This is an optimization exercise on Yosys and OpenROAD, whose aim is small area, not a production implementation.
The RTL was checked by simulation tests, not by an equivalence proof against the original design.
Power figures rest on the tool's default switching activity, not on a simulated workload.

==> flow/design.v (excerpt) <==
module dma_probe (ap_clk,ap_rst_n,s_axi_control_AWVALID,s_axi_control_AWREADY,s_axi_control_AWADDR,s_axi_control_WVALID,s_axi_control_WREADY,s_axi_control_WDATA,s_axi_control_WSTRB,s_axi_control_ARVALID,s_axi_control_ARREADY,s_axi_control_ARADDR,s_axi_control_RVALID,s_axi_control_RREADY,s_axi_control_RDATA,s_axi_control_RRESP,s_axi_control_BVALID,s_axi_control_BREADY,s_axi_control_BRESP,data_num,s0_axis_tdata,s0_axis_tvalid,s0_axis_tlast,s0_axis_tkeep,s0_axis_tready,s1_axis_tdata,s1_axis_tvalid,s1_axis_tlast,s1_axis_tkeep,s1_axis_tready,s2_axis_tdata,s2_axis_tvalid,s2_axis_tlast,s2_axis_tkeep,s2_axis_tready,s3_axis_tdata,s3_axis_tvalid,s3_axis_tlast,s3_axis_tkeep,s3_axis_tready,s4_axis_tdata,s4_axis_tvalid,s4_axis_tlast,s4_axis_tkeep,s4_axis_tready,s5_axis_tdata,s5_axis_tvalid,s5_axis_tlast,s5_axis_tkeep,s5_axis_tready,s6_axis_tdata,s6_axis_tvalid,s6_axis_tlast,s6_axis_tkeep,s6_axis_tready,s7_axis_tdata,s7_axis_tvalid,s7_axis_tlast,s7_axis_tkeep,s7_axis_tready,probe_axis_tdata,probe_axis_tvalid,probe_axis_tlast,probe_axis_tkeep,probe_axis_tready,m0_axis_tdata,m0_axis_tvalid,m0_axis_tlast,m0_axis_tkeep,m0_axis_tready,m1_axis_tdata,m1_axis_tvalid,m1_axis_tlast,m1_axis_tkeep,m1_axis_tready,m2_axis_tdata,m2_axis_tvalid,m2_axis_tlast,m2_axis_tkeep,m2_axis_tready,m3_axis_tdata,m3_axis_tvalid,m3_axis_tlast,m3_axis_tkeep,m3_axis_tready,m4_axis_tdata,m4_axis_tvalid,m4_axis_tlast,m4_axis_tkeep,m4_axis_tready,m5_axis_tdata,m5_axis_tvalid,m5_axis_tlast,m5_axis_tkeep,m5_axis_tready,m6_axis_tdata,m6_axis_tvalid,m6_axis_tlast,m6_axis_tkeep,m6_axis_tready,m7_axis_tdata,m7_axis_tvalid,m7_axis_tlast,m7_axis_tkeep,m7_axis_tready);
Settings: LEC_CHECK=0, CAP_MARGIN=20, CORE_AREA=5 5 245 245, DIE_AREA=0 0 250 250, PLACE_DENSITY=0.9, SLEW_MARGIN=20; clock period 5.0 ns.
standard.sh (not shown) runs the stock make flow with config.mk's settings and CLKGATE_MAP_FILE= SYNTH_SCRIPT=/design/flow/synth_recipe.tcl, a recipe that flattens the netlist after the stock synthesis.
==> flow/flow/run.sh <==
#!/bin/bash
# The standard layout (standard.sh, standard synthesis unchanged) with two changes:
#  - global placement buffers every input and output port with the smallest buffer,
#    sky130_fd_sc_hd__buf_1, rather than the resizer's default pick;
#  - clock tree synthesis uses clkbuf_8 leaf clusters of at most 16 sinks within 80 um
#    and no dummy loads. The tree is still balanced for the registers it drives.
set -euo pipefail
export BUFFER_PORTS_ARGS="-buffer_cell sky130_fd_sc_hd__buf_1"
export CTS_ARGS="-sink_clustering_enable -repair_clock_nets -dont_use_dummy_load -sink_clustering_size 18 -sink_clustering_max_diameter 80 -buf_list sky130_fd_sc_hd__clkbuf_8"
bash standard.sh synth > synth.log 2>&1
bash standard.sh finish > layout.log 2>&1
Change:
--- a/flow/flow/run.sh
+++ b/flow/flow/run.sh
@@ -8,3 +8,3 @@
 export BUFFER_PORTS_ARGS="-buffer_cell sky130_fd_sc_hd__buf_1"
-export CTS_ARGS="-sink_clustering_enable -repair_clock_nets -dont_use_dummy_load -sink_clustering_size 18 -sink_clustering_max_diameter 80 -buf_list sky130_fd_sc_hd__clkbuf_8"
+export CTS_ARGS="-sink_clustering_enable -repair_clock_nets -dont_use_dummy_load -sink_clustering_size 24 -sink_clustering_max_diameter 90 -buf_list sky130_fd_sc_hd__clkbuf_16"
 bash standard.sh synth > synth.log 2>&1
Result: The changed run finished clean. Die area is unchanged. Design area goes up by 1.4%. Via count goes up by 0.35%. Critical path depth stays the same. Clock-buffer cell count goes down by 5. Worst setup slack got worse by 70 ps. First-iteration DRC count goes up by 1.6%.

---

wip/pepper:
dma_probe, a different RTL version from the one above (not shown whole).
Size: roughly 1000 cells after synthesis, roughly 430 flip-flops, ~13000 sq um of cells after synthesis.
clock: 5.0 ns
lec_check: 0
cap_margin: 20
core_area: 5 5 220 220
die_area: 0 0 225 225
slew_margin: 20
==> flow/flow/run.sh <==
#!/bin/bash
set -euo pipefail
export BUFFER_PORTS_ARGS="-buffer_cell sky130_fd_sc_hd__buf_1"
export CTS_ARGS="-sink_clustering_enable -repair_clock_nets -dont_use_dummy_load -sink_clustering_size 16 -sink_clustering_max_diameter 50 -buf_list sky130_fd_sc_hd__clkbuf_8"
bash standard.sh synth > synth.log 2>&1
bash standard.sh finish > layout.log 2>&1
wip/pepper went all the way through the flow, and no timing, DRC or antenna check failed.
Modified inputs, wip/xenon compared to wip/pepper
- CORE_AREA now 5 5 245 245, was 5 5 220 220
- DIE_AREA now 0 0 250 250, was 0 0 225 225
==> flow/flow/run.sh <==
#!/bin/bash
# Standard ORFS layout (the standard.sh, unchanged synthesis), except that the
# port buffers that global placement inserts on every input and output use the
# smallest buffer, sky130_fd_sc_hd__buf_1, instead of the resizer's default choice.
set -euo pipefail
export BUFFER_PORTS_ARGS="-buffer_cell sky130_fd_sc_hd__buf_1"
bash standard.sh synth > synth.log 2>&1
bash standard.sh finish > layout.log 2>&1
In the tables for wip/xenon and wip/pepper, global-route usage reads lower with wip/xenon. The layout overhead on the synthesized area of wip/xenon is higher than that of wip/pepper. Comparing wip/xenon and wip/pepper, the higher final design utilization was measured on wip/pepper. The number of clock buffers in the layout number comes out higher for wip/xenon vs wip/pepper. Die area: lower on wip/pepper. On wip/xenon: total cell area at the placement stage is 1.3% higher than what wip/pepper gave. Comparing wip/xenon and wip/pepper, the lower clock network fraction of design power is on wip/pepper. Worst hold slack in wip/xenon is 0.27 ns above wip/pepper.
Changes in wip/onyx relative to wip/xenon:
- PLACE_DENSITY now 0.9, previously not set
==> flow/flow/run.sh <==
#!/bin/bash
# The standard layout (standard.sh, standard synthesis unchanged) with two changes:
#  - global placement buffers every input and output port with the smallest buffer,
#    sky130_fd_sc_hd__buf_1, rather than the resizer's default pick;
#  - clock tree synthesis uses clkbuf_8 leaf clusters of at most 16 sinks within 50 um
#    and no dummy loads. The tree is still balanced for the registers it drives.
set -euo pipefail
export BUFFER_PORTS_ARGS="-buffer_cell sky130_fd_sc_hd__buf_1"
export CTS_ARGS="-sink_clustering_enable -repair_clock_nets -dont_use_dummy_load -sink_clustering_size 16 -sink_clustering_max_diameter 80 -buf_list sky130_fd_sc_hd__clkbuf_8"
bash standard.sh synth > synth.log 2>&1
bash standard.sh finish > layout.log 2>&1
==> comparison <==
- Against wip/xenon, wip/onyx reports a fraction of the cycle the final worst path needs that is higher.
- wip/xenon -> wip/onyx: number of placed instances, taps included flat
- Against wip/xenon, count of clock-buffer cells in the layout in wip/onyx fell by more than a quarter.
- Cell area, wip/xenon and wip/onyx: larger value in wip/xenon
- Changes observed in wip/onyx relative to wip/xenon: amount of wire on met3 after detailed routing increased by about 40% relative to the old numbers; via density per instance increased by about 1.4% relative to the old numbers.
### wip/onyx -> wip/harbor
- clearing PLACE_DENSITY, which used to be 0.9
diff --git a/flow/flow/run.sh b/flow/flow/run.sh
--- a/flow/flow/run.sh
+++ b/flow/flow/run.sh
@@ -7,5 +7,5 @@
 set -euo pipefail
 export BUFFER_PORTS_ARGS="-buffer_cell sky130_fd_sc_hd__buf_1"
-export CTS_ARGS="-sink_clustering_enable -repair_clock_nets -dont_use_dummy_load -sink_clustering_size 16 -sink_clustering_max_diameter 80 -buf_list sky130_fd_sc_hd__clkbuf_8"
+export CTS_ARGS="-sink_clustering_enable -repair_clock_nets -dont_use_dummy_load -sink_clustering_size 10 -sink_clustering_max_diameter 40 -buf_list {sky130_fd_sc_hd__clkbuf_4 sky130_fd_sc_hd__clkbuf_8}"
 bash standard.sh synth > synth.log 2>&1
 bash standard.sh finish > layout.log 2>&1
==> results.txt <==
- Across wip/harbor and wip/onyx, none had a timing, DRC or antenna violation.
- The maximum clock frequency of wip/harbor is higher than that of wip/onyx.
- Sum of net half-perimeters after detailed placement in wip/harbor is about 11% below wip/onyx.
- | clock network fraction of total power | wip/harbor vs wip/onyx | 7.6 points higher |
- Utilization wip/onyx -> wip/harbor: up
- The run with more routed wire is wip/onyx, not wip/harbor.
- Diff wip/onyx..wip/harbor | number of slew-limit violations in the final report | unchanged
- Status: setup total negative slack parity (wip/harbor, wip/onyx)
- Lower design area was reported by wip/onyx, not wip/harbor.

---

dma_probe, a different RTL version from the one above (not shown whole).
For scale: about 1100 cells after synthesis, about 440 flip-flops, about 780 I/O pins, about 0.014 mm2 of cells after synthesis.
Settings: LEC_CHECK=0, CAP_MARGIN=20, CORE_AREA=5 5 245 245, DIE_AREA=0 0 250 250, SLEW_MARGIN=20; clock period 5.0 ns.
run.sh (not shown) runs the stock make flow with config.mk's settings and CLKGATE_MAP_FILE= SYNTH_SCRIPT=/design/flow/synth_recipe.tcl, a recipe that flattens the netlist after the stock synthesis.
Stock flow here: none of the scripts above is used.
Rerun with:
==> flow/flow/run.sh (new file) <==
#!/bin/bash
# Standard ORFS layout (the standard.sh, unchanged synthesis), except that the
# port buffers that global placement inserts on every input and output use the
# smallest buffer, sky130_fd_sc_hd__buf_1, instead of the resizer's default choice.
set -euo pipefail
export BUFFER_PORTS_ARGS="-buffer_cell sky130_fd_sc_hd__buf_1"
bash standard.sh synth > synth.log 2>&1
bash standard.sh finish > layout.log 2>&1
==> flow/standard.sh (new file) <==
#!/bin/bash
# synth_recipe.tcl (not shown) runs the flow's synth.tcl, then flattens the netlist and writes it again
# the make line also repeats each setting of config.mk as NAME=value (left out here)
make -C /OpenROAD-flow-scripts/flow DESIGN_CONFIG=/design/flow/config.mk WORK_HOME=/design/flow/orfs CLKGATE_MAP_FILE= SYNTH_SCRIPT=/design/flow/synth_recipe.tcl "${@:-finish}"
removed: flow/run.sh
Wire length shrinks by a few percent. Power shrinks by a few percent. Worst setup slack is worse by 250 ps. Die area is unchanged. Fmax shrinks by a little under a tenth.

==> re-timing with driven ports <==
No port has a modelled driver above. Below, the same layouts with a new extraction and two added sets of constraints. Step 1 (the two cells are an assumption about what drives the block):
set clk [get_ports {ap_clk}]
set_driving_cell -lib_cell sky130_fd_sc_hd__clkbuf_16 $clk
set_driving_cell -lib_cell sky130_fd_sc_hd__buf_2 [delete_from_list [all_inputs] $clk]
Step 2 moves the port delays by t, midway between the first and last clock arrival at a register: inputs arrive t later, outputs are due t later. That takes back most of the time a late clock gives input paths. a / b / c = ideal ports / drivers / drivers and shift; a / b = the first two.
run	t (ns)	setup slack, ns	worst setup path at the end	slew at the worst register clock pin (ns)	pins driven straight from the clock port
the first run of note 1	0.699	1.560 / 1.560 / 1.560	register to register	0.12 / 0.12	1
the second run of note 1	0.623	1.490 / 1.490 / 1.490	register to register	0.10 / 0.10	1
wip/pepper	0.650	1.767 / 1.767 / 1.767	register to register	0.10 / 0.10	1
wip/xenon	0.623	1.882 / 1.882 / 1.750	input to register	0.07 / 0.07	1
wip/onyx	0.630	1.664 / 1.664 / 1.664	register to register	0.11 / 0.11	1
wip/harbor	0.655	1.799 / 1.799 / 1.764	input to register	0.07 / 0.07	1
the first run of note 3	0.629	1.832 / 1.798 / 1.403	input to register	0.07 / 0.07	1
the second run of note 3	0.619	1.584 / 1.584 / 1.398	input to register	0.07 / 0.07	1
After both steps every run listed still meets setup and hold. The setup slack of the first run of note 3, which loses most, moves by -0.034 ns with the drivers and by -0.429 ns with both steps.
